This is an optimization exercise on Yosys and OpenROAD, whose aim is small area and a short achievable clock period, not a production implementation. Only simulation tests tie the RTL to the original design; equivalence was not proved. Power and IR drop assume default switching activity.

### flow/standard.sh
#!/bin/bash
# synth_recipe.tcl (not shown) runs the flow's synth.tcl, then flattens the netlist and writes it again
# the make line also repeats each setting of config.mk as NAME=value (left out here)
make -C /OpenROAD-flow-scripts/flow DESIGN_CONFIG=/design/flow/config.mk WORK_HOME=/design/flow/orfs CLKGATE_MAP_FILE= SYNTH_SCRIPT=/design/flow/synth_recipe.tcl "${@:-finish}"
### flow/config.mk
export PLATFORM = sky130hd
export DESIGN_NAME = RV32I
export DESIGN_NICKNAME = RV32I
export VERILOG_FILES = /design/flow/design.v
export SDC_FILE = /design/flow/constraint.sdc
export NUM_CORES = 4
export LEC_CHECK = 0
export CAP_MARGIN = 20
export CORE_MARGIN = 2
export CORE_UTILIZATION = 40
export PLACE_DENSITY = 0.6
export SETUP_SLACK_MARGIN = 0.6
export SLEW_MARGIN = 20
export SYNTH_HIERARCHICAL = 1
### flow/flow/run.sh
#!/bin/bash
set -euo pipefail
W=$(pwd)
bash standard.sh \
  "BUFFER_PORTS_ARGS=-buffer_cell sky130_fd_sc_hd__buf_2" \
  "CTS_ARGS=-sink_clustering_enable -repair_clock_nets -dont_use_dummy_load -buf_list sky130_fd_sc_hd__clkbuf_16 -sink_clustering_size 24 -sink_clustering_max_diameter 90" \
  "SETUP_SLACK_MARGIN=7.0" \
  finish > "$W/make.log" 2>&1
### flow/constraint.sdc
create_clock -name core_clock -period 12.0 [get_ports {clk}]
set_input_delay 2.4000 -clock core_clock [delete_from_list [all_inputs] [get_ports {clk}]]
set_output_delay 2.4000 -clock core_clock [all_outputs]
set_load 0.01 [all_outputs]
### flow/design.v
module RV32I(clk,reset,imem_addr,imem_rdata,dmem_en,dmem_we,dmem_addr,dmem_wdata,dmem_rdata,wb_rd,wb_data
    );
input clk,reset;
output [7:0] imem_addr;
input [31:0] imem_rdata;
output dmem_en,dmem_we;
output [8:0] dmem_addr;
output [31:0] dmem_wdata;
input [31:0] dmem_rdata;
output [4:0] wb_rd;
output [31:0] wb_data;
integer j;
genvar g;
reg        rst_q;       
reg  [7:0] pc_d;        
reg  [7:0] cur_q;
reg [31:0] ins_q;       
assign imem_addr = cur_q & {8{reset}};
wire       br_n;        
wire [7:0] bt_n;        
wire [7:0] seq_n = imem_addr + {7'd0, reset};
always @(posedge clk) begin
  rst_q <= reset;
  pc_d  <= imem_addr;
  cur_q <= br_n ? bt_n : seq_n;
  ins_q <= imem_rdata;
end
wire [31:0] ins = ins_q;
wire [6:0] opc = ins[6:0] & {7{rst_q}};
wire [2:0] f3  = ins[14:12];
wire [6:0] f7  = ins[31:25];
wire is_ld = (opc == 7'b0000011);
wire is_im = (opc == 7'b0010011);
wire is_st = (opc == 7'b0100011);
wire is_br = (opc == 7'b1100011);
wire is_rr = (opc == 7'b0110011);
wire is_ri = is_rr | is_im;
wire f7z = (f7 == 7'b0000000);
wire f7s = (f7 == 7'b0100000);
localparam OP_ADD = 4'd0, OP_SUB = 4'd1, OP_SLT = 4'd2, OP_AND = 4'd3,
           OP_OR  = 4'd4, OP_XOR = 4'd5, OP_SLL = 4'd6, OP_SRL = 4'd7,
           OP_SRA = 4'd8;
reg [3:0] op_n;
always @* begin
  if ((is_rr & f7z & (f3 == 3'b000)) | (is_im & (f3 == 3'b000)) | is_ld | is_st)
    op_n = OP_ADD;
  else if ((is_rr & f7s & (f3 == 3'b000)) | (is_im & (f3 == 3'b011)) | (is_br & (f3[2:1] == 2'b00)))
    op_n = OP_SUB;
  else if (is_ri & (f3 == 3'b001))
    op_n = OP_SLL;
  else if (is_ri & f7z & (f3 == 3'b101))
    op_n = OP_SRL;
  else if (is_ri & f7s & (f3 == 3'b101))
    op_n = OP_SRA;
  else if (is_ri & (f3 == 3'b110))
    op_n = OP_AND;
  else if (is_ri & (f3 == 3'b111))
    op_n = OP_OR;
  else if (is_ri & (f3 == 3'b100))
    op_n = OP_XOR;
  else
    op_n = OP_SLT;
end
wire [11:0] bimm = {ins[31], ins[7], ins[30:25], ins[11:8]};
wire [11:0] imm_n = (is_ld | is_im) ? ins[31:20] :
                    is_st ? {ins[31:25], ins[11:7]} :
                    is_br ? bimm : 12'd0;
wire immsel_n = is_ld | is_im | is_st | is_br;
wire [1:0] els_n = is_st ? f3[1:0] : 2'b11;
wire [4:0] rw_n = (is_st ? ins[24:20] : ins[11:7]) & {5{rst_q}};
reg  [4:0] rw_wb;
reg [31:0] wbd;
reg  [4:0] rw_wb_n;
reg        rst_q_n;
wire [1023:0] rf;
wire [31:0] wd0 = wbd & {32{rst_q}};      
wire [4:0]  wd1 = wbd[4:0] | {5{~rst_q}};  
generate
  for (g = 0; g < 32; g = g + 1) begin : regs
    reg [31:0] r;
    wire [4:0] gi = g;
    wire ld = ~rst_q | (rw_wb == gi);           
    wire hd = ~rst_q_n & (rw_wb_n != ~gi);      
    wire [31:0] d = {wd0[31:5], (wd1 & gi) | (wd0[4:0] & ~gi)};
    always @(posedge clk)
      r <= ({32{ld}} & d) | ({32{hd}} & r);
    assign rf[g*32 +: 32] = r;
  end
endgenerate
reg [3:0] h1, h2;
reg [7:0] l1, l2;
reg [31:0] s1, s2;
always @* begin
  for (j = 0; j < 4; j = j + 1) begin
    h1[j] = (ins[19:18] == j);
    h2[j] = (ins[24:23] == j);
  end
  for (j = 0; j < 8; j = j + 1) begin
    l1[j] = (ins[17:15] == j);
    l2[j] = (ins[22:20] == j);
  end
  for (j = 0; j < 32; j = j + 1) begin
    s1[j] = h1[j / 8] & l1[j % 8];
    s2[j] = h2[j / 8] & l2[j % 8];
  end
end
wire [31:0] ra, rb;
rf_read read_a (.rf(rf), .sel(s1), .q(ra));
rf_read read_b (.rf(rf), .sel(s2), .q(rb));
wire bs = bimm[11];
wire hi1 = &ra[30:11];
wire hi0 = ~|ra[30:11];
wire hi_match = bs ? hi1 : hi0;                          
wire lo_eq = (ra[10:0] == bimm[10:0]);
wire lo_lt = (ra[10:0] < bimm[10:0]);
wire b_eq  = hi_match & (ra[31] == bs) & lo_eq;         
wire b_ovf = hi_match & (ra[31] != bs) & (lo_lt ^ bs);  
wire t_eq  = is_br & (f3[2:1] == 2'b00) & ~f3[0];
wire t_ne  = is_br & (f3[2:1] == 2'b00) &  f3[0];
wire t_nov = is_br & (f3[2:1] != 2'b00) & ~f3[0];
wire t_ov  = is_br & (f3[2:1] != 2'b00) &  f3[0];
assign br_n = (t_eq & b_eq) | (t_ne & ~b_eq) | (t_nov & ~b_ovf) | (t_ov & b_ovf);
assign bt_n = pc_d + {bimm[6:0], 1'b0};
reg [31:0] A, B;
reg [3:0]  op;
reg [11:0] imm;
reg        immsel;
reg [1:0]  els;
reg        sel_d, dmen_d, dmwe_d;
reg [4:0]  rw_d;
always @(posedge clk) begin
  A      <= ra;
  B      <= rb;
  op     <= op_n;
  imm    <= imm_n;
  immsel <= immsel_n;
  els    <= els_n;
  sel_d  <= is_ld;
  dmen_d <= is_ld | is_st;
  dmwe_d <= is_st;
  rw_d   <= rw_n;
end
wire [31:0] bv = immsel ? {{20{imm[11]}}, imm} : B;
wire sub = (op == OP_SUB) | (op == OP_SLT);
wire [31:0] bx = bv ^ {32{sub}};
wire [31:0] xp = A ^ bx;    
wire [31:0] xg = A & bx;    
reg [31:0] cg, cp;
integer l, i;
always @* begin
  cg = xg;
  cp = xp;
  cg[0] = xg[0] | (xp[0] & sub);
  for (l = 1; l < 32; l = l * 2)
    for (i = 2 * l - 1; i < 32; i = i + 2 * l) begin
      cg[i] = cg[i] | (cp[i] & cg[i - l]);
      cp[i] = cp[i] & cp[i - l];
    end
  for (l = 8; l >= 1; l = l / 2)
    for (i = 3 * l - 1; i < 32; i = i + 2 * l)
      cg[i] = cg[i] | (cp[i] & cg[i - l]);
end
wire [31:0] sum = xp ^ {cg[30:0], sub};
wire b_min = bv[31] & ~|bv[30:0];
wire ovf = ((A[31] == bx[31]) & (sum[31] != A[31])) ^ b_min;
wire big  = |bv[31:5];
wire left = (op == OP_SLL);
wire sra  = (op == OP_SRA);
wire fill = sra & A[31];
integer k;
reg [31:0] x, xr;
always @* begin
  for (i = 0; i < 32; i = i + 1) x[i] = left ? A[31-i] : A[i];
  for (k = 0; k < 5; k = k + 1)
    for (i = 0; i < 32; i = i + 1)
      if (bv[k]) x[i] = (i + (1 << k) < 32) ? x[i + (1 << k)] : fill;
  for (i = 0; i < 32; i = i + 1) xr[i] = x[31-i];
end
wire c_sum  = (op == OP_ADD) | (op == OP_SUB);
wire c_and  = (op == OP_AND);
wire c_or   = (op == OP_OR);
wire c_xor  = (op == OP_XOR);
wire c_sr   = ((op == OP_SRL) | sra) & ~big;
wire c_sl   = left & ~big;
wire c_fill = sra & big & A[31];
wire c_slt  = ~(c_sum | c_and | c_or | c_xor | left | (op == OP_SRL) | sra);
wire [31:0] res = ({32{c_sum}} & sum) | ({32{c_and | c_or}} & xg) | ({32{c_xor | c_or}} & xp) |
                  ({32{c_sr}} & x) | ({32{c_sl}} & xr) | {32{c_fill}} | {31'd0, c_slt & ovf};
wire [31:0] bb_n = els[1] ? B : els[0] ? {16'd0, B[15:0]} : {24'd0, B[7:0]};
reg [31:0] ans_ex, bb;
reg        sel_e, dmen_e, dmwe_e;
reg [4:0]  rw_e;
always @(posedge clk) begin
  ans_ex <= res;
  bb     <= bb_n;
  sel_e  <= sel_d;
  dmen_e <= dmen_d;
  dmwe_e <= dmwe_d;
  rw_e   <= rw_d;
end
assign dmem_en    = dmen_e;
assign dmem_we    = dmwe_e;
assign dmem_addr  = ans_ex[8:0];
assign dmem_wdata = bb;
reg [31:0] wdm;
reg [4:0]  rw_m;
always @(posedge clk) begin
  wdm  <= sel_e ? dmem_rdata : ans_ex;
  rw_m <= rw_e;
end
always @(posedge clk) begin
  wbd     <= wdm;
  rw_wb   <= rw_m;
  rw_wb_n <= ~rw_m;
  rst_q_n <= ~reset;
end
assign wb_rd   = rw_wb;
assign wb_data = wbd;
endmodule
module rf_read(rf, sel, q);
input [1023:0] rf;
input [31:0] sel;
output reg [31:0] q;
integer j;
always @* begin
  q = 32'd0;
  for (j = 0; j < 32; j = j + 1)
    q = q | (rf[j*32 +: 32] & {32{sel[j]}});
end
endmodule
==> impl_metrics.env, run 1 <==
export IMPL_crit_fanout=5
export IMPL_ys_seq_elements=1316
export IMPL_fp_row_count=137
export IMPL_root_buffer="clkbuf_16"
export IMPL_final_area_um2=60800
export IMPL_overflow=0
export IMPL_cts_sinks=1316
export IMPL_hold_start="wdm[25]"
export IMPL_globalplace_congestion=1.02
export IMPL_viasPerCell=6.60
export IMPL_drt_iter0_drc=8431
export IMPL_synth_edf_count=0
export IMPL_worst_slew_pin_slew_ps=1300
export IMPL_synth_top_area_share=0.470
export IMPL_antenna_found_initial=40
export IMPL_async_flop_share=0
export IMPL_r2r_end="ans_ex[26]"
export IMPL_endpoint_kind="output pin"
export IMPL_post_route_min_period_ps=5190
export IMPL_p_switching_mw=2.01
export IMPL_grt_max_degree=66
export IMPL_power_leakage_nw=20.8
export IMPL_yosysWarnings=8
export IMPL_wl_per_cell_um=31.7
export IMPL_ant_nets=0
export IMPL_io_buffers=153
export IMPL_start_util=0.402
export IMPL_cts_buffers=67
export IMPL_cts_tree="built"
export IMPL_fmax_ghz=0.193
export IMPL_drc=0
export IMPL_die_x_um=378
export IMPL_htreeDepth=3
export IMPL_maxCapViolations=0
export IMPL_vias=53700
export IMPL_finalMaxSlewViolations=0
export IMPL_synth_flop_cell="dfxtp_1"
export IMPL_die_height_um=378
export IMPL_finalPower_mw=7.64
export IMPL_final_hold_worst_slack_ps=331
export IMPL_min_to="wbd[25]"
export IMPL_hpwl_um=167000
export IMPL_clk_pin_slew_ps=90
export IMPL_rsz0062_at_grt="yes"
export IMPL_ff2ff_path_depth=17
export IMPL_seq_power_share=0.586
export IMPL_cts_buffer_depth=3
export IMPL_synth_distinct_cells=69
export IMPL_final_common_cell="dfxtp_1"
export IMPL_path_class="input port to output pin"
export IMPL_finalSetupViolations=0
export IMPL_internal_power_mw=5.63
export IMPL_syn_to_final_growth_pct=8.53
export IMPL_pwr_share_comb=0.092
export IMPL_outcome="complete, no violations"
export IMPL_grt_pass1_wl_um=362000
export IMPL_hp_class="flip-flop to flip-flop"
export IMPL_fin_tns_setup_ps=0
export IMPL_pwr_share_clk=0.322
export IMPL_holdPathStages=0
export IMPL_layout_common_cells="1310 x dfxtp_1, 1161 x nand2_1, 1038 x a22oi_1, 992 x o21ai_0, 270 x nand4_1"
export IMPL_grt_pass1_vias=48700
export IMPL_netSwitchingFraction=0.264
export IMPL_pin_count=154
export IMPL_crit_start="reset"
export IMPL_critPathRequiredTime_ps=9600
export IMPL_yosys_top_cells_area="dfxtp_1 47%, a22oi_1 14%, o21ai_0 8.9%"
export IMPL_insertion_delay_ps=730
export IMPL_routed_wl_um=258000
export IMPL_die_area_um2=143000
export IMPL_drt_pass1_iterations=10
export IMPL_vdd_drop_max_mv=0.104
export IMPL_power_density_nw_per_um2=126
export IMPL_worstPathArrival_ps=2790
export IMPL_netlist_area_um2=56000
export IMPL_yosysSeqAreaShare=0.470
export IMPL_postPlaceCellArea_um2=58600
export IMPL_skew_ps=112
export IMPL_synthCells=6440
export IMPL_post_route_period_util=0.432
export IMPL_synth_nets=6573
export IMPL_hold_viol=0
export IMPL_start_kind="input port"
export IMPL_synth_avg_cell_area_um2=8.70
export IMPL_drive_above_1_share=0.103
export IMPL_yosysTopAreaCell="dfxtp_1"
export IMPL_grt_usage=0.347
export IMPL_finalNetCount=6377
export IMPL_slew_headroom=0.134
export IMPL_finish_utilization=0.436
export IMPL_core_region_area_um2=139000
export IMPL_r2r_start="op[0]"
export IMPL_timing_reg2reg_setup_slack_ps=7110
## registers in the layout, summed over array words and instances (netlist names), 8 cells and up
signal,flops
imm,12
wdm,32
A,32
regs.r,1024
wbd,32
ins_q,32
B,32
cur_q,8
ans_ex,32
bb,32
pc_d,8
## synthesized netlist by cell type (69+ instances only)
| master | n |
|---|---|
| dfxtp_1 | 1316 |
| nand2_1 | 1181 |
| a22oi_1 | 1038 |
| o21ai_0 | 995 |
| clkbuf_1 | 453 |
| nand4_1 | 270 |
| nor2_1 | 137 |
| a21oi_1 | 102 |
| o211ai_1 | 92 |
| buf_2 | 87 |
| mux2i_1 | 86 |
| or4_1 | 69 |
## cell type report
type / count / area (µm²)
Inverter: 34 / 139
Antenna cell: 24 / 60.1
Fill cell: 13700 / 78500
Timing Repair Buffer: 320 / 2350
Tap cell: 1876 / 2350
Multi-Input combinational cell: 4504 / 27900
Timing Repair inverter: 1 / 5.00
Clock buffer: 67 / 1680
Sequential cell: 1316 / 26400
## modules after synthesis (local to each module, per instance)
module	area [µm²]	cells inside	flip-flops and latches
RV32I	45300	4904	1316
rf_read	5380	768	0
## critical path, stage by stage
cell    delay, ps
buf_12        110
and2_4        160
buf_6         110
## metrics by stage
| step | setup WS, ps | instances |
|---|---|---|
| after floorplan | 6900 | 6440 |
| after global placement | 6050 | 8023 |
| after detailed placement | 6450 | 8032 |
| after CTS | 6810 | 8110 |
| after global routing | 6810 | 8130 |
| final | 6810 | 8142 |
## worst max path at each step
stage	end	cells after the start	slack (ps)
floorplan	imem_addr[2]	2	6900
global placement	cur_q[1]	13	6050
detailed placement	cur_q[4]	13	6450
CTS	imem_addr[1]	3	6810
global route	imem_addr[1]	3	6810
finish	imem_addr[1]	3	6810
## timing repair
action | CTS | global route
endpoints found under the setup margin | 26 | 23
cloned | 1 | 3
hold buffers | 0 | 0
gates resized for setup | 36 | 21
setup buffers | 10 | 3
pin swaps | 4 | 6
## layer usage
layer	track usage	vias to the layer above	part of all wire
met1	0.450	26000	0.38
met5	0	-	0.00068
li1	-	23200	-
met4	0.215	24	0.072
met2	0.499	3753	0.41
met3	0.111	734	0.13
## logic make-up (layout without fill, tap and decap cells)
group / Yosys count / count (layout) / share of synthesized area
AO/OA/AOI/OAI: 2376 / 2376 / 0.272
AND/OR/NAND/NOR: 1832 / 1832 / 0.148
flip-flops: 1316 / 1316 / 0.470
buffers and inverters: 620 / 422 / 0.0476
multiplexers: 167 / 167 / 0.0361
adder cells (fa/ha/maj): 67 / 67 / 0.0172
XOR/XNOR: 62 / 62 / 0.00969
other: 0 / 24 / 0
## power by group through the flow
stage | registers (mW) | clock network [mW] | logic [mW]
floorplan | 4.54 | 0 | 0.405
global placement | 4.58 | 0 | 0.649
detailed placement | 4.58 | 0 | 0.660
CTS | 4.48 | 2.48 | 0.672
global route | 4.49 | 2.63 | 0.732
finish | 4.48 | 2.46 | 0.703
==> run 2: changes to the inputs <==
--- a/flow/design.v
+++ b/flow/design.v
@@ -93,7 +93,7 @@
 always @* begin
   for (j = 0; j < 4; j = j + 1) begin
     h1[j] = (ins[19:18] == j);
-    h2[j] = (ins[24:23] == j);
+    h2[j] = rst_q & (ins[24:23] == j);
   end
   for (j = 0; j < 8; j = j + 1) begin
     l1[j] = (ins[17:15] == j);
==> flow/flow/run.sh (replaced) <==
#!/bin/bash
set -euo pipefail
W=$(pwd)
bash standard.sh \
  "BUFFER_PORTS_ARGS=-buffer_cell sky130_fd_sc_hd__buf_2" \
  "CTS_ARGS=-sink_clustering_enable -repair_clock_nets -dont_use_dummy_load -buf_list sky130_fd_sc_hd__clkbuf_16 -sink_clustering_size 24 -sink_clustering_max_diameter 90" \
  "SETUP_SLACK_MARGIN=6.8" \
  finish > "$W/make.log" 2>&1
==> impl_metrics.env, run 2 <==
export IMPL_yosysWarnings=8
export IMPL_async_flop_share=0
export IMPL_finalSetupViolations=0
export IMPL_post_route_min_period_ps=5260
export IMPL_outcome="complete, no violations"
export IMPL_slowest_delay_ps=190
export IMPL_r2r_start="ins_q[19]"
export IMPL_netlist_area_um2=56300
export IMPL_die_height_um=379
export IMPL_synth_nets=6623
export IMPL_r2r_end="cur_q[1]"
export IMPL_fp_row_count=137
export IMPL_routed_wl_um=262000
export IMPL_regMostFlops="regs.r"
export IMPL_place_inst=8076
export IMPL_crit_fanout=12
export IMPL_cts_buffer_depth=3
export IMPL_slew_headroom=0.113
export IMPL_ff2ff_path_depth=16
export IMPL_die_x_um=379
export IMPL_final_hold_worst_slack_ps=293
export IMPL_power_density_nw_per_um2=125
export IMPL_vdd_drop_max_mv=0.106
export IMPL_drt_iter0_drc=8568
export IMPL_instances_no_fill=8180
export IMPL_grt_usage=0.352
export IMPL_clk_pin_slew_ps=50
export IMPL_maxCapViolations=0
export IMPL_path_cells="buf_12, and2_1, buf_2"
export IMPL_die_area_um2=144000
export IMPL_wl_per_cell_um=32.0
export IMPL_viasPerCell=6.63
export IMPL_holdPathStages=0
export IMPL_synth_distinct_cells=74
export IMPL_ys_seq_elements=1316
export IMPL_min_to="wbd[12]"
export IMPL_final_common_cell="dfxtp_1"
export IMPL_pin_count=154
export IMPL_timing_reg2reg_setup_slack_ps=6970
export IMPL_antenna_found_initial=37
export IMPL_io_buffers=153
export IMPL_hold_viol=0
export IMPL_yosysTopAreaCell="dfxtp_1"
export IMPL_layout_common_cells="1311 x dfxtp_1, 1184 x nand2_1, 1033 x a22oi_1, 992 x o21ai_0, 272 x nand4_1"
export IMPL_skew_ps=92.4
export IMPL_synth_top_area_share=0.468
export IMPL_ant_nets=0
export IMPL_finalPower_mw=7.61
export IMPL_cts_buffers=68
export IMPL_endpoint_kind="output pin"
export IMPL_ctsHoldBuffers=0
export IMPL_yosys_top_cells_count="1316 x dfxtp_1, 1209 x nand2_1, 1033 x a22oi_1"
export IMPL_power_leakage_nw=20.8
export IMPL_overflow=0
export IMPL_finish_utilization=0.435
export IMPL_synth_flop_cell="dfxtp_1"
export IMPL_cpMaxStageDelayCell="and2_1"
export IMPL_globalplace_congestion=1.01
export IMPL_yosysSeqAreaShare=0.468
export IMPL_cts_tree="built"
export IMPL_critPathRequiredTime_ps=9600
export IMPL_hp_class="flip-flop to flip-flop"
export IMPL_rsz0062_at_grt="yes"
export IMPL_start_kind="input port"
export IMPL_worst_slew_pin_slew_ps=1330
export IMPL_fmax_ghz=0.190
export IMPL_worstPathArrival_ps=2860
export IMPL_finalNetCount=6417
export IMPL_hpwl_um=168000
export IMPL_drt_pass1_iterations=6
export IMPL_core_region_area_um2=140000
export IMPL_vias=54200
export IMPL_fin_tns_setup_ps=0
export IMPL_path_class="input port to output pin"
export IMPL_start_util=0.403
export IMPL_drc=0
export IMPL_htreeDepth=3
export IMPL_synth_edf_count=0
export IMPL_post_route_period_util=0.438
export IMPL_finalMaxSlewViolations=0
export IMPL_yosysMostFrequentCell="dfxtp_1"
export IMPL_grt_pass1_wl_um=369000
export IMPL_grt_pass1_vias=49400
export IMPL_insertion_delay_ps=720
export IMPL_grt_max_degree=51
export IMPL_drive_above_1_share=0.0989
export IMPL_synth_avg_cell_area_um2=8.67
export IMPL_root_buffer="clkbuf_16"
export IMPL_cts_sinks=1316
export IMPL_yosys_top_cells_area="dfxtp_1 47%, a22oi_1 14%, o21ai_0 8.8%"
export IMPL_synthCells=6490
export IMPL_hold_start="wdm[12]"
export IMPL_largest_reg_flops=1024
export IMPL_syn_to_final_growth_pct=7.84
==> run 2: cell types whose count changed in the layout (fill, tap and decap cells not counted), sizes merged, moves of 6 or more <==
cell and delta:
nand2 +28, a221o -11, nor2 +10, mux4 -9, buf -8, mux2i +7, a31oi +6
==> run 2: logic make-up (layout without fill, tap and decap cells) <==
family	after synthesis	in the layout	share of synthesized area
AO/OA/AOI/OAI	2379	2379	0.271
XOR/XNOR	62	62	0.00965
adder cells (fa/ha/maj)	67	67	0.0172
buffers and inverters	621	412	0.0483
flip-flops	1316	1316	0.468
multiplexers	168	168	0.0352
other	0	22	0
AND/OR/NAND/NOR	1877	1878	0.150
==> run 2: layout make-up <==
class	instances	area, µm²
clock buffers	68	1700
well taps	1876	2350
multi-input cells	4554	28000
inverters	34	130
repair buffers	310	2070
fillers	13900	78900
flip-flops and latches	1316	26400
diodes	22	55.1
==> run 2: modules after synthesis (local to each module, per instance) <==
module | cell area [µm²] | times used | flops+latches | cells
RV32I | 45500 | 1 | 1316 | 4954
rf_read | 5380 | 2 | 0 | 768
==> run 2: stage by stage <==
stage | setup slack (ps) | instance area, µm²
2_1_floorplan | 6820 | 56300
3_3_place_gp | 6480 | 58600
3_5_place_dp | 6490 | 58700
4_1_cts | 6740 | 60400
5_1_grt | 6730 | 60600
6_report | 6740 | 60700
==> run 2: worst max-delay path by stage <==
stage               startpoint            to  slack (ps)  cells past startpoint
floorplan                reset  imem_addr[5]        6820                      3
global placement         op[2]    ans_ex[23]        6480                     19
detailed placement       op[2]    ans_ex[23]        6490                     19
CTS                      reset  imem_addr[1]        6740                      3
global route             reset  imem_addr[1]        6730                      3
finish                   reset  imem_addr[1]        6740                      3
==> run 2: critical path, delay by kind of cell <==
family / cells / cell delay (ps)
buffers and inverters: 2 / 270
AND/OR/NAND/NOR: 1 / 190
==> run 2: layer usage <==
metal | routed length [µm] | global-route usage | up-vias
met5 | 145 | 0 | -
met4 | 20200 | 0.227 | 22
met3 | 33500 | 0.107 | 746
met2 | 109000 | 0.515 | 3775
met1 | 98900 | 0.447 | 26300
li1 | - | - | 23400
==> run 2: report_power, final <==
| part | internal (mW) | switching (mW) | leakage (nW) | total (mW) |
|---|---|---|---|---|
| registers | 4.41 | 0.0693 | 10.6 | 4.48 |
| logic | 0.188 | 0.448 | 9.28 | 0.636 |
| clock network | 1.02 | 1.47 | 0.838 | 2.49 |
==> run 2: what timing repair did <==
item | 4_1_cts | 5_1_grt
gates resized for setup | 12 | 13
pin swaps | 2 | 4
buffers inserted | 1 | 9
cloned | 1 | 0
endpoints found under the setup margin | 20 | 23
==> run 3: changes to the inputs <==
==> flow/flow/run.sh (replaced) <==
#!/bin/bash
set -euo pipefail
W=$(pwd)
bash standard.sh \
  "BUFFER_PORTS_ARGS=-buffer_cell sky130_fd_sc_hd__buf_2" \
  "CTS_ARGS=-sink_clustering_enable -repair_clock_nets -dont_use_dummy_load -buf_list sky130_fd_sc_hd__clkbuf_16 -sink_clustering_size 26 -sink_clustering_max_diameter 100" \
  "SETUP_SLACK_MARGIN=6.8" \
  finish > "$W/make.log" 2>&1
==> impl_metrics.env, run 3 <==
export IMPL_outcome="complete, no violations"
export IMPL_fp_row_count=137
export IMPL_maxCapViolations=0
export IMPL_hold_viol=0
export IMPL_drt_iter0_drc=8523
export IMPL_critPathRequiredTime_ps=9600
export IMPL_yosysSeqAreaShare=0.468
export IMPL_holdPathStages=0
export IMPL_drive_above_1_share=0.0992
export IMPL_core_region_area_um2=140000
export IMPL_timing_reg2reg_setup_slack_ps=6890
export IMPL_num_fill_cells=13900
export IMPL_cts_sinks=1316
export IMPL_drt_pass1_iterations=8
export IMPL_start_util=0.403
export IMPL_die_area_um2=144000
export IMPL_synth_edf_count=0
export IMPL_finalMaxSlewViolations=0
export IMPL_path_cells="buf_12, and2_4, buf_2"
export IMPL_yosys_top_cells_area="dfxtp_1 47%, a22oi_1 14%, o21ai_0 8.8%"
export IMPL_ant_nets=0
export IMPL_regArea_um2=26400
export IMPL_multi_input_area_um2=28000
export IMPL_yosysMostFrequentCell="dfxtp_1"
export IMPL_skew_ps=80.5
export IMPL_io_buffers=153
export IMPL_netlist_area_um2=56300
export IMPL_pin_count=154
export IMPL_power_density_nw_per_um2=123
export IMPL_grt_usage=0.351
export IMPL_vias=54300
export IMPL_path_class="input port to output pin"
export IMPL_clk_pin_slew_ps=100
export IMPL_synth_avg_cell_area_um2=8.67
export IMPL_crit_fanout=12
export IMPL_final_common_cell="dfxtp_1"
export IMPL_synth_top_area_share=0.468
export IMPL_r2r_end="cur_q[1]"
export IMPL_post_route_period_util=0.433
export IMPL_worst_slew_pin_slew_ps=1310
export IMPL_async_flop_share=0
export IMPL_wl_per_cell_um=32.0
export IMPL_min_to="wbd[12]"
export IMPL_synth_distinct_cells=74
export IMPL_cts_buffer_depth=3
export IMPL_endpoint_kind="output pin"
export IMPL_htreeDepth=2
export IMPL_ctsHoldBuffers=0
export IMPL_drc=0
export IMPL_instances_no_fill=8171
export IMPL_syn_to_final_growth_pct=7.53
export IMPL_power_leakage_nw=20.7
export IMPL_crit_family="buffers and inverters"
export IMPL_cpMaxStageDelayCell="and2_4"
export IMPL_viasPerCell=6.65
export IMPL_vdd_drop_max_mv=0.126
export IMPL_synth_flop_cell="dfxtp_1"
export IMPL_post_route_min_period_ps=5190
export IMPL_routed_wl_um=261000
export IMPL_start_kind="input port"
export IMPL_finalNetCount=6413
export IMPL_layout_common_cells="1311 x dfxtp_1, 1184 x nand2_1, 1033 x a22oi_1, 992 x o21ai_0, 272 x nand4_1"
export IMPL_slowest_delay_ps=140
export IMPL_synth_nets=6623
export IMPL_antenna_found_initial=44
export IMPL_hp_class="flip-flop to flip-flop"
export IMPL_yosysTopAreaCell="dfxtp_1"
export IMPL_regMostFlops="regs.r"
export IMPL_place_inst=8076
export IMPL_hold_start="wdm[12]"
export IMPL_yosysWarnings=8
export IMPL_die_x_um=379
export IMPL_ys_seq_elements=1316
export IMPL_slew_headroom=0.123
export IMPL_globalplace_congestion=1.01
export IMPL_synthCells=6490
export IMPL_largest_reg_flops=1024
export IMPL_die_height_um=379
export IMPL_cts_tree="built"
export IMPL_insertion_delay_ps=760
export IMPL_r2r_start="ins_q[19]"
export IMPL_overflow=0
export IMPL_finalSetupViolations=0
export IMPL_rsz0062_at_grt="no"
export IMPL_worstPathArrival_ps=2790
export IMPL_hpwl_um=168000
export IMPL_fin_tns_setup_ps=0
export IMPL_yosys_top_cells_count="1316 x dfxtp_1, 1209 x nand2_1, 1033 x a22oi_1"
export IMPL_grt_max_degree=51
export IMPL_fmax_ghz=0.193
export IMPL_root_buffer="clkbuf_16"
export IMPL_cts_buffers=59
export IMPL_critical_path_buf_inv_count=2
export IMPL_grt_pass1_vias=49300
export IMPL_grt_pass1_wl_um=368000
export IMPL_ff2ff_path_depth=14
[run 3: through the flow]
stage / worst slack, ps / hold slack [ps] / cell area (µm²) / utilization / power [mW]
2_1_floorplan: 6820 / 310 / 56300 / - / 4.92
3_3_place_gp: 6480 / 309 / 58600 / 0.420 / 5.18
3_5_place_dp: 6490 / 312 / 58700 / 0.420 / 5.18
4_1_cts: 6740 / 256 / 60200 / 0.431 / 7.43
5_1_grt: 6800 / 256 / 60500 / 0.433 / 7.63
6_report: 6810 / 264 / 60500 / 0.434 / 7.44
[run 3: Yosys stat by module (local to each module, per instance)]
module	cells inside	copies in the design	flops+latches
rf_read	768	2	0
RV32I	4954	1	1316
[run 3: layout make-up]
class                   instances  area share
diodes                         17    0.000703
clock buffers                  59      0.0244
inverters                      34     0.00215
multi-input cells            4554       0.463
flip-flops and latches       1316       0.436
well taps                    1876      0.0388
repair buffers                315      0.0350
[run 3: layer usage]
layer  global-route usage  vias to the layer above  part of all wire
li1                     -                    23300                 -
met1                0.448                    26300              0.38
met2                0.513                     3883              0.42
met3                0.102                      733              0.13
met4                0.227                       32             0.074
met5              0.00172                        -           0.00082
[run 3: report_power, final]
group	switching, mW	internal (mW)
registers	0.0690	4.41
logic	0.448	0.190
clock network	1.44	0.877
total	1.96	5.48
[run 3: worst max path at each step]
stage | slack, ps | cells past startpoint | end | start
after floorplan | 6820 | 3 | imem_addr[5] | reset
after global placement | 6480 | 19 | ans_ex[23] | op[2]
after detailed placement | 6490 | 19 | ans_ex[23] | op[2]
after CTS | 6740 | 3 | imem_addr[1] | reset
after global routing | 6800 | 4 | imem_addr[5] | reset
final | 6810 | 3 | imem_addr[0] | reset
[run 3: cells by family (layout without fill, tap and decap cells)]
kind of cell	count (synthesis)	in the layout	synth area share
xor+xnor	62	62	0.00965
fa+ha+maj	67	67	0.0172
compound gates	2379	2379	0.271
other cells	0	17	0
buf+inv	621	408	0.0483
simple gates	1877	1878	0.150
mux	168	168	0.0352
flops	1316	1316	0.468
[run 3: what timing repair did]
action / CTS / global route
setup buffers: 1 / 14
gates cloned: 1 / 0
setup endpoints to repair: 20 / 23
resized for setup: 11 / 21
pin swaps: 2 / 5
==> run 4: changes to the inputs <==
--- a/flow/config.mk
+++ b/flow/config.mk
@@ -8,7 +8,7 @@
 export CAP_MARGIN = 20
 export CORE_MARGIN = 2
 export CORE_UTILIZATION = 40
-export PLACE_DENSITY = 0.6
+export PLACE_DENSITY = 0.8
 export SETUP_SLACK_MARGIN = 0.6
 export SLEW_MARGIN = 20
 export SYNTH_HIERARCHICAL = 1
==> impl_metrics.env, run 4 <==
export IMPL_seq_power_share=0.605
export IMPL_grt_pass1_vias=50500
export IMPL_finalNetCount=6413
export IMPL_htreeDepth=2
export IMPL_worst_slew_pin_slew_ps=1180
export IMPL_start_util=0.403
export IMPL_vdd_drop_max_mv=0.122
export IMPL_root_buffer="clkbuf_16"
export IMPL_cpMaxStageDelayCell="and2_4"
export IMPL_cts_buffer_depth=3
export IMPL_hold_viol=0
export IMPL_path_cells="buf_12, and2_4, buf_6"
export IMPL_slowest_delay_ps=170
export IMPL_critPathRequiredTime_ps=9600
export IMPL_finalPower_mw=7.39
export IMPL_slew_headroom=0.210
export IMPL_overflow=0
export IMPL_rsz0062_at_grt="yes"
export IMPL_final_hold_worst_slack_ps=284
export IMPL_grt_usage=0.346
export IMPL_clk_pin_slew_ps=90
export IMPL_largest_reg_flops=1024
export IMPL_timing_reg2reg_setup_slack_ps=6960
export IMPL_layout_common_cells="1311 x dfxtp_1, 1182 x nand2_1, 1033 x a22oi_1, 991 x o21ai_0, 272 x nand4_1"
export IMPL_drt_iter0_drc=11200
export IMPL_yosys_top_cells_area="dfxtp_1 47%, a22oi_1 14%, o21ai_0 8.8%"
export IMPL_die_height_um=379
export IMPL_fin_tns_setup_ps=0
export IMPL_finalSetupViolations=0
export IMPL_synthCells=6490
export IMPL_viasPerCell=6.82
export IMPL_netSwitchingFraction=0.261
export IMPL_yosysTopAreaCell="dfxtp_1"
export IMPL_routed_wl_um=259000
export IMPL_grt_pass1_wl_um=365000
export IMPL_vias=55700
export IMPL_final_common_cell="dfxtp_1"
export IMPL_crit_fanout=5
export IMPL_path_class="input port to output pin"
export IMPL_endpoint_kind="output pin"
export IMPL_critical_path_buf_inv_count=2
export IMPL_synth_top_area_share=0.468
export IMPL_hpwl_um=167000
export IMPL_die_x_um=379
export IMPL_pwr_share_clk=0.308
export IMPL_netlist_area_um2=56300
export IMPL_fmax_ghz=0.192
export IMPL_async_flop_share=0
export IMPL_antenna_found_initial=44
export IMPL_yosysSeqAreaShare=0.468
export IMPL_hp_class="flip-flop to flip-flop"
export IMPL_synth_edf_count=0
export IMPL_ff2ff_path_depth=13
export IMPL_p_switching_mw=1.93
export IMPL_synth_avg_cell_area_um2=8.67
export IMPL_yosysMostFrequentCell="dfxtp_1"
export IMPL_die_area_um2=144000
export IMPL_io_buffers=153
export IMPL_synth_distinct_cells=74
export IMPL_crit_family="buffers and inverters"
export IMPL_r2r_end="cur_q[1]"
export IMPL_drive_above_1_share=0.0991
export IMPL_min_to="wbd[8]"
export IMPL_regMostFlops="regs.r"
export IMPL_fin_ws_ps=6790
export IMPL_holdPathStages=0
export IMPL_pwr_share_comb=0.087
export IMPL_post_route_period_util=0.434
export IMPL_synth_nets=6623
export IMPL_r2r_start="ins_q[15]"
export IMPL_finalMaxSlewViolations=0
export IMPL_insertion_delay_ps=760
export IMPL_hold_start="wdm[8]"
export IMPL_cts_tree="built"
export IMPL_synth_flop_cell="dfxtp_1"
export IMPL_drt_pass1_iterations=9
export IMPL_power_density_nw_per_um2=123
export IMPL_wl_per_cell_um=31.7
export IMPL_skew_ps=80.7
export IMPL_outcome="complete, no violations"
export IMPL_power_leakage_nw=20.7
export IMPL_maxCapViolations=0
export IMPL_yosys_top_cells_count="1316 x dfxtp_1, 1209 x nand2_1, 1033 x a22oi_1"
export IMPL_pin_count=154
export IMPL_start_kind="input port"
export IMPL_ant_nets=0
export IMPL_fp_row_count=137
export IMPL_globalplace_congestion=1.05
export IMPL_yosysWarnings=8
export IMPL_grt_max_degree=69
export IMPL_cts_sinks=1316
export IMPL_syn_to_final_growth_pct=7.11
export IMPL_worstPathArrival_ps=2810
export IMPL_post_route_min_period_ps=5210
export IMPL_internal_power_mw=5.46
export IMPL_core_region_area_um2=140000
export IMPL_post_place_ws_ps=6260
export IMPL_drc=0
export IMPL_cts_buffers=58
export IMPL_ys_seq_elements=1316
## run 4: cell type report
type	instances	area, µm²
Sequential cell	1316	26400
Clock buffer	58	1450
Timing Repair Buffer	316	2070
Tap cell	1876	2350
Multi-Input combinational cell	4554	27900
Antenna cell	15	37.5
Fill cell	13700	79300
Inverter	34	128
## run 4: Yosys stat by module (local to each module, per instance)
module | flip-flops and latches | area (µm²) | cells
RV32I | 1316 | 45500 | 4954
rf_read | 0 | 5380 | 768
## run 4: worst reg2reg max path, delay by kind of cell (launching register included)
family          cells  cell delay [ps]
compound gates      3              930
mux                 1              330
flops               1              490
buf+inv             2              460
simple gates        7             2720
## run 4: metal layers
layer | global-route usage | vias to the layer above | wire length (µm)
met2 | 0.499 | 4766 | 105000
met5 | 0 | - | 259
li1 | - | 23300 | -
met4 | 0.224 | 26 | 21900
met3 | 0.129 | 1104 | 38900
met1 | 0.430 | 26500 | 93100
## run 4: cell families after synthesis
group	Yosys count	share of synthesized area
buffers and inverters	621	0.0483
AO/OA/AOI/OAI	2379	0.271
adder cells (fa/ha/maj)	67	0.0172
multiplexers	168	0.0352
flip-flops	1316	0.468
AND/OR/NAND/NOR	1877	0.150
XOR/XNOR	62	0.00965
## run 4: worst max-delay path by stage
stage,cells after the start,from,end
detailed placement,13,ins_q[19],cur_q[1]
global placement,13,ins_q[19],cur_q[0]
CTS,3,reset,imem_addr[7]
floorplan,3,reset,imem_addr[5]
global route,20,immsel,ans_ex[23]
finish,3,reset,imem_addr[7]
## run 4: power by group through the flow
stage | Clock [mW] | Combinational [mW] | Sequential (mW)
after floorplan | 0 | 0.377 | 4.54
after global routing | 2.42 | 0.663 | 4.48
final | 2.28 | 0.641 | 4.48
after global placement | 0 | 0.593 | 4.57
after CTS | 2.27 | 0.606 | 4.47
after detailed placement | 0 | 0.602 | 4.57
## run 4: stage by stage
step | cell area [µm²] | cells | util
5_1_grt | 60200 | 8157 | 0.432
2_1_floorplan | 56300 | 6490 | -
4_1_cts | 60000 | 8141 | 0.430
3_3_place_gp | 58500 | 8081 | 0.419
3_5_place_dp | 58500 | 8081 | 0.419
6_report | 60300 | 8169 | 0.432
## run 4: what timing repair did
item	CTS	global route
setup endpoints to repair	25	25
hold buffers	0	0
cloned	0	2
gates resized for setup	19	14
buffers inserted	2	10
pin swaps	1	4

static timing again, ports no longer ideal:
The flow's constraints put no driver on any port. The routed layouts listed below were extracted and timed again, unchanged, in two steps.
Step 1 assumes that a clkbuf_16 drives the clock port and a buf_2 every other input.
Step 2 moves the port delays by t, midway between the first and last clock arrival at a register: inputs arrive t later, outputs are due t later. That takes back most of the time a late clock gives input paths.
Slacks: no drivers / after step 1 / after step 2; pairs: no drivers / after step 1.
| run | t, ns | setup slack, ns | worst setup path after step 2 |
|---|---|---|---|
| run 1 | 0.755 | 6.814 / 6.710 / 6.710 | input to output |
| run 2 | 0.759 | 6.741 / 6.692 / 6.692 | input to output |
| run 3 | 0.793 | 6.807 / 6.751 / 6.751 | input to output |
| run 4 | 0.796 | 6.794 / 6.692 / 6.692 | input to output |
After both steps setup and hold are still met in every run listed. The setup slack of run 1, which loses most, moves by -0.104 ns with the drivers and by -0.104 ns with both steps.
